This is an optimization exercise on Yosys and OpenROAD, whose aim is small area, not a production implementation. In this exercise RTL edits were held to simulation tests only and were not proved equivalent to the original. Power is estimated from default activity; no workload was simulated.

==> raven: inputs <==
==> flow/design.v (excerpt) <==
module pong_core(clk,BTN_EAST, BTN_WEST, Reset, CounterX, CounterY, inDisplayArea, vga_R, vga_G, vga_B, oLed);
export LEC_CHECK = 0
export CAP_MARGIN = 20
export CORE_MARGIN = 2
export CORE_UTILIZATION = 40
export SLEW_MARGIN = 20
export SYNTH_HIERARCHICAL = 1
create_clock -name core_clock -period 10.0 [get_ports {clk}]
standard.sh (not shown) runs the stock make flow with config.mk's settings and CLKGATE_MAP_FILE= SYNTH_SCRIPT=/design/flow/synth_recipe.tcl, a recipe that flattens the netlist after the stock synthesis.
==> flow/flow/run.sh <==
#!/bin/bash
# The standard layout (standard.sh, unchanged synthesis), with two changes:
# the smallest buffer (buf_1) on each input and output port, and a clock tree
# of clkbuf_8 without the dummy loads CTS adds to balance it.
set -euo pipefail
bash standard.sh \
  BUFFER_PORTS_ARGS="-buffer_cell sky130_fd_sc_hd__buf_1" \
  CTS_ARGS="-sink_clustering_enable -repair_clock_nets -dont_use_dummy_load -buf_list sky130_fd_sc_hd__clkbuf_8" \
  RECOVER_POWER=100 \
  finish > standard.log 2>&1
==> maple (differences from raven) <==
==> flow/flow/run.sh (replaced) <==
#!/bin/bash
# The standard layout (standard.sh, unchanged synthesis), with two changes:
# the smallest buffer (buf_1) on each input and output port, and a clock tree
# of clkbuf_8 without the dummy loads CTS adds to balance it.
set -euo pipefail
bash standard.sh \
  BUFFER_PORTS_ARGS="-buffer_cell sky130_fd_sc_hd__buf_1" \
  CTS_ARGS="-sink_clustering_enable -repair_clock_nets -dont_use_dummy_load -buf_list sky130_fd_sc_hd__clkbuf_8" \
  finish > standard.log 2>&1
==> delta (differences from raven) <==
==> flow/design.v (replaced) <==
module debounce(
    input PB,
    input clk,
    input Reset,
    output reg PB_state,
    output PB_down,
    output PB_up
);
reg PB_sync_0;  always @(posedge clk) if(Reset) PB_sync_0 <= 1'b0; else PB_sync_0 <= ~PB;
reg PB_sync_1;  always @(posedge clk) if(Reset) PB_sync_1 <= 1'b0; else PB_sync_1 <= PB_sync_0;
localparam [14:0] POL = 15'b010101010101010;
reg [14:0] PB_cnt_q;
wire [14:0] PB_cnt = PB_cnt_q ^ POL;
wire PB_idle = (PB_state==PB_sync_1);
wire low_zero = ~|PB_cnt[13:0];
wire PB_cnt_max = PB_cnt[14] & low_zero;    
wire fb = PB_cnt[14] ^ PB_cnt[13] ^ low_zero;
always @(posedge clk)
if(Reset | PB_idle)
    PB_cnt_q <= POL;
else
    PB_cnt_q <= {PB_cnt[13:0], fb} ^ POL;
always @(posedge clk)
if(Reset)
    PB_state <= 0;
else if(~PB_idle & PB_cnt_max)
    PB_state <= ~PB_state;
assign PB_down = ~PB_idle & PB_cnt_max & ~PB_state;
assign PB_up   = ~PB_idle & PB_cnt_max &  PB_state;
endmodule
module pong_core(clk,BTN_EAST, BTN_WEST, Reset, CounterX, CounterY, inDisplayArea, vga_R, vga_G, vga_B, oLed);
input clk;
input wire BTN_EAST, BTN_WEST;
input Reset;
input wire [9:0] CounterX;
input wire [8:0] CounterY;
input wire inDisplayArea;
output vga_R, vga_G, vga_B;
output wire [7:0] oLed;
reg [7:0] oLedCount;
reg [2:0] PaddleBlock;       
reg [9:0] ballX;
reg [8:0] ballY;
reg ball_inX, ball_inY;
reg ball_dirX, ball_dirY;
wire left, right;
debounce deboright(.PB(BTN_EAST), .clk(clk), .Reset(Reset), .PB_state(),.PB_down(right),.PB_up());
debounce deboleft (.PB(BTN_WEST), .clk(clk), .Reset(Reset), .PB_state(),.PB_down(left),.PB_up());
always @(posedge clk)
if(Reset)
	PaddleBlock <= 3'd3;
else if(right & ~left)
	PaddleBlock <= PaddleBlock + 3'd1;
else if(left & ~right & (|PaddleBlock))
	PaddleBlock <= PaddleBlock - 3'd1;
function plus1_7; input [6:0] a; input [6:0] b;
  integer i; reg ok; reg [7:0] xx; begin
  xx = {1'b0, a ^ b}; ok = xx[0];
  for (i=0;i<7;i=i+1)
    if (xx[i]) ok = ok & (xx[i+1] ? (~a[i] & b[i]) : a[i]);
    else ok = ok & ~xx[i+1];
  plus1_7 = ok; end endfunction
wire [9:0] ex = CounterX ^ ballX;
wire [8:0] ey = CounterY ^ ballY;
wire x0  = ~|ex;
wire x8  = ~|ex[2:0] & plus1_7(CounterX[9:3], ballX[9:3]);
wire x16 = ~|ex[3:0] & plus1_7({1'b0, CounterX[9:4]}, {1'b0, ballX[9:4]});
wire y0  = ~|ey;
wire y8  = ~|ey[2:0] & plus1_7({1'b0, CounterY[8:3]}, {1'b0, ballY[8:3]});
wire y16 = ~|ey[3:0] & plus1_7({2'b0, CounterY[8:4]}, {2'b0, ballY[8:4]});
always @(posedge clk)
if(Reset)
	ball_inX <= 0;
else if(ball_inX==0)
	ball_inX <= x0 & ball_inY;
else
	ball_inX <= !x16;
always @(posedge clk)
if(Reset)
	ball_inY <= 0;
else if(ball_inY==0)
	ball_inY <= y0;
else
	ball_inY <= !y16;
wire ball = ball_inX & ball_inY;
wire border = (CounterX[9:3]==0) || (CounterX[9:3]==79) || (CounterY[8:3]==0) || (CounterY[8:3]==59);
wire [3:0] pb1 = {1'b0, PaddleBlock} + 4'd1;
wire padA = (CounterX[9:6] == {1'b0, PaddleBlock}) && (CounterX[5:3] != 3'd0);
wire padB = (CounterX[9:6] == pb1) && !((CounterX[5:3] == 3'd7) && (CounterX[2:0] != 3'd0));
wire paddle = (padA | padB) && (CounterY[8:4]==27);
wire BouncingObject = border | paddle;
reg ResetCollision;
always @(posedge clk) if(Reset) ResetCollision <= 0; else ResetCollision <= (CounterY==500) & (CounterX==0);
reg CollisionX1, CollisionX2, CollisionY1, hitBottom, collisionPaddle;
always @(posedge clk) if(ResetCollision | Reset) CollisionX1<=0; else if(BouncingObject & x0  & y8 ) CollisionX1<=1;
always @(posedge clk) if(ResetCollision | Reset) CollisionX2<=0; else if(BouncingObject & x16 & y8 ) CollisionX2<=1;
always @(posedge clk) if(ResetCollision | Reset) CollisionY1<=0; else if(BouncingObject & x8  & y0 ) CollisionY1<=1;
always @(posedge clk) if(ResetCollision | Reset) hitBottom<=0;   else if(x8 & y16) hitBottom<=1;
always @(posedge clk) if(ResetCollision | Reset) collisionPaddle<=0; else if(paddle & x8 & y16) collisionPaddle<=1;
wire bottomOnDown   = (ballY[8:3] == 6'd57);
wire bottomOnBorder = bottomOnDown | (ballX[9:3] == 7'd78);
wire collisionDown = hitBottom & bottomOnDown;
wire CollisionY2   = (hitBottom & bottomOnBorder) | collisionPaddle;
wire UpdateBallPosition = ResetCollision;
reg newGame;
always @(posedge clk)
	if (Reset | collisionDown) newGame<=0; else newGame<=1;
wire en = UpdateBallPosition & newGame;
reg fresh;
wire [7:0] c = oLedCount;
wire hi = |c[7:5];
wire [4:0] l = c[4:0];
wire v1 = ~hi & (fresh ? (l >= 1 && l <= 10) : (l <= 9));
wire v2 = ~hi & (fresh ? (l >= 11 && l <= 20) : (l >= 10 && l <= 19));
wire v3 = ~hi & (fresh ? (l >= 21 && l <= 26) : (l >= 20 && l <= 25));
wire [1:0] velm1 = v1 ? 2'd0 : v2 ? 2'd1 : v3 ? 2'd2 : 2'd3;    
wire enx = en & ~(CollisionX1 & CollisionX2);
wire eny = en & ~(CollisionY1 & CollisionY2);
wire [2:0] lx = ball_dirX ? {1'b0, ballX[1:0]} - {1'b0, velm1} - 3'd1 : {1'b0, ballX[1:0]} + {1'b0, velm1} + 3'd1;
wire [2:0] ly = ball_dirY ? {1'b0, ballY[1:0]} - {1'b0, velm1} - 3'd1 : {1'b0, ballY[1:0]} + {1'b0, velm1} + 3'd1;
wire [10:0] tx;
wire [9:0] ty;
wire [8:0] tl;
assign tx[2] = enx & lx[2];
assign ty[2] = eny & ly[2];
assign tl[0] = en & collisionPaddle;
genvar i;
generate for (i=2;i<10;i=i+1) begin: gx assign tx[i+1] = tx[i] & (ballX[i] ^ ball_dirX); end endgenerate
generate for (i=2;i<9;i=i+1) begin: gy assign ty[i+1] = ty[i] & (ballY[i] ^ ball_dirY); end endgenerate
generate for (i=0;i<8;i=i+1) begin: gl assign tl[i+1] = tl[i] & c[i]; end endgenerate
always @(posedge clk)
if(Reset)
begin
	oLedCount <= 0;
	fresh <= 0;
	ballX <= 10'd312;
	ballY <= 9'd200;
	ball_dirX <= 0;
	ball_dirY <= 0;
end
else
begin
	oLedCount <= oLedCount ^ tl[7:0];
	if (en) fresh <= collisionPaddle;
	ballX <= {ballX[9:2] ^ tx[9:2], enx ? lx[1:0] : ballX[1:0]};
	ballY <= {ballY[8:2] ^ ty[8:2], eny ? ly[1:0] : ballY[1:0]};
	if (enx & CollisionX2) ball_dirX <= 1; else if (enx & CollisionX1) ball_dirX <= 0;
	if (eny & CollisionY2) ball_dirY <= 1; else if (eny & CollisionY1) ball_dirY <= 0;
end
assign oLed = oLedCount;
reg vga_RB, vga_G;
always @(posedge clk)
if(Reset)
begin
  vga_RB <= 0;
  vga_G <= 0;
end
else
begin
  vga_RB <= (BouncingObject | ball) & inDisplayArea;
  vga_G <= BouncingObject & inDisplayArea;
end
assign vga_R = vga_RB;
assign vga_B = vga_RB;
endmodule
==> flow/run.sh (new file) <==
#!/bin/bash
# synth_recipe.tcl (not shown) runs the flow's synth.tcl, then flattens the netlist and writes it again
# the make line also repeats each setting of config.mk as NAME=value (left out here)
make -C /OpenROAD-flow-scripts/flow DESIGN_CONFIG=/design/flow/config.mk WORK_HOME=/design/flow/orfs CLKGATE_MAP_FILE= SYNTH_SCRIPT=/design/flow/synth_recipe.tcl finish
SYNTH_HIERARCHICAL = default   (was 1)
removed: flow/flow/run.sh
removed: flow/standard.sh
==> summary.txt <==
In delta the global-route usage is higher than in maple, by 1.6 points.
delta finished with timing, DRC and antenna clean. maple completed with no timing, DRC or antenna violations. raven ran to the end with violations: max-capacitance violations, max-slew violations.
Sequential cell count is the same in delta and raven.
The highest utilization belongs to delta, the lowest to raven.
Sequential power is about the same in maple and delta.
Power, highest first: delta, maple, raven.
Count of clock-buffer cells in the layout is the same in raven and maple.
Against maple, the clock power of delta is larger by 28%.
In synthesized cell count, maple and raven do not differ.
The highest setup slack belongs to delta, the lowest to maple.
==> figures <==
metric                                                                                                      raven                   maple                  delta
Die extent in x                                                                                            102 um                  102 um                 106 um
Run status                                                                             complete, but fails checks  timing/DRC/antenna clean  timing/DRC/antenna clean
Layout check failures                                             max-capacitance violations, max-slew violations                       -                      -
Multi-input logic cell count                                                                                  289                     289                    350
Share of the clock period used by the worst path                                                            67.7%                   67.8%                  44.5%
Min Clock Period, post-route                                                                              6770 ps                 6780 ps                4450 ps
Peak supply drop                                                                                         0.110 mV                0.110 mV              0.0994 mV
Via count of the first global-routing pass                                                                   2757                    2757                   3221
Sequential cell area share                                                                                  37.6%                   37.6%                  33.2%
Sw frac                                                                                                     22.3%                   22.3%                  26.1%
End of the worst hold path                                                                 deboright.PB_cnt_q[13]  deboright.PB_cnt_q[13]  deboleft.PB_cnt_q[11]
Layout-to-synthesis area ratio                                                                             1.100x                  1.101x                 1.155x
Total global-route track usage                                                                              15.6%                   15.6%                  17.1%
Post-detailed-route via-to-cell ratio                                                                        4.84                    4.86                   5.15
Maximum fanout along the worst path                                                                             3                       3                      6
Fraction of layout instances using a drive strength above 1                                                 6.07%                   6.54%                  6.50%
Total Die Area                                                                                         10500 um^2              10500 um^2             11300 um^2
Register-to-register setup slack                                                                          4620 ps                 4610 ps                6780 ps
Relative area of clock buffers and inverters in the final design                                            2.91%                   2.90%                  3.84%
Data buffer area share                                                                                      3.00%                   3.02%                  7.10%

## separate check: timing with driven ports
The flow's constraints put no driver on any port. The routed layouts listed below were extracted and timed again, unchanged, in two steps.
Step 1: set_driving_cell puts a clkbuf_16 on clk and a buf_2 on each other input, an assumption about the parent block.
Step 2, shift: input delay + t, output delay - t, t = (earliest + latest rising clock arrival at the registers) / 2. This alone moves slack from input paths to output paths.
a / b / c = no drivers / after step 1 / after step 2; a / b = the first two.
run	t, ns	setup slack, ns	worst register clock-pin slew, ns
raven	0.376	3.231 / 3.241 / 2.865	0.08 / 0.08
maple	0.373	3.223 / 3.233 / 2.860	0.08 / 0.08
delta	0.393	5.549 / 5.555 / 5.162	0.09 / 0.09
For delta, which loses most, drivers alone change the setup slack by +0.006 ns; drivers and shift together by -0.387 ns.
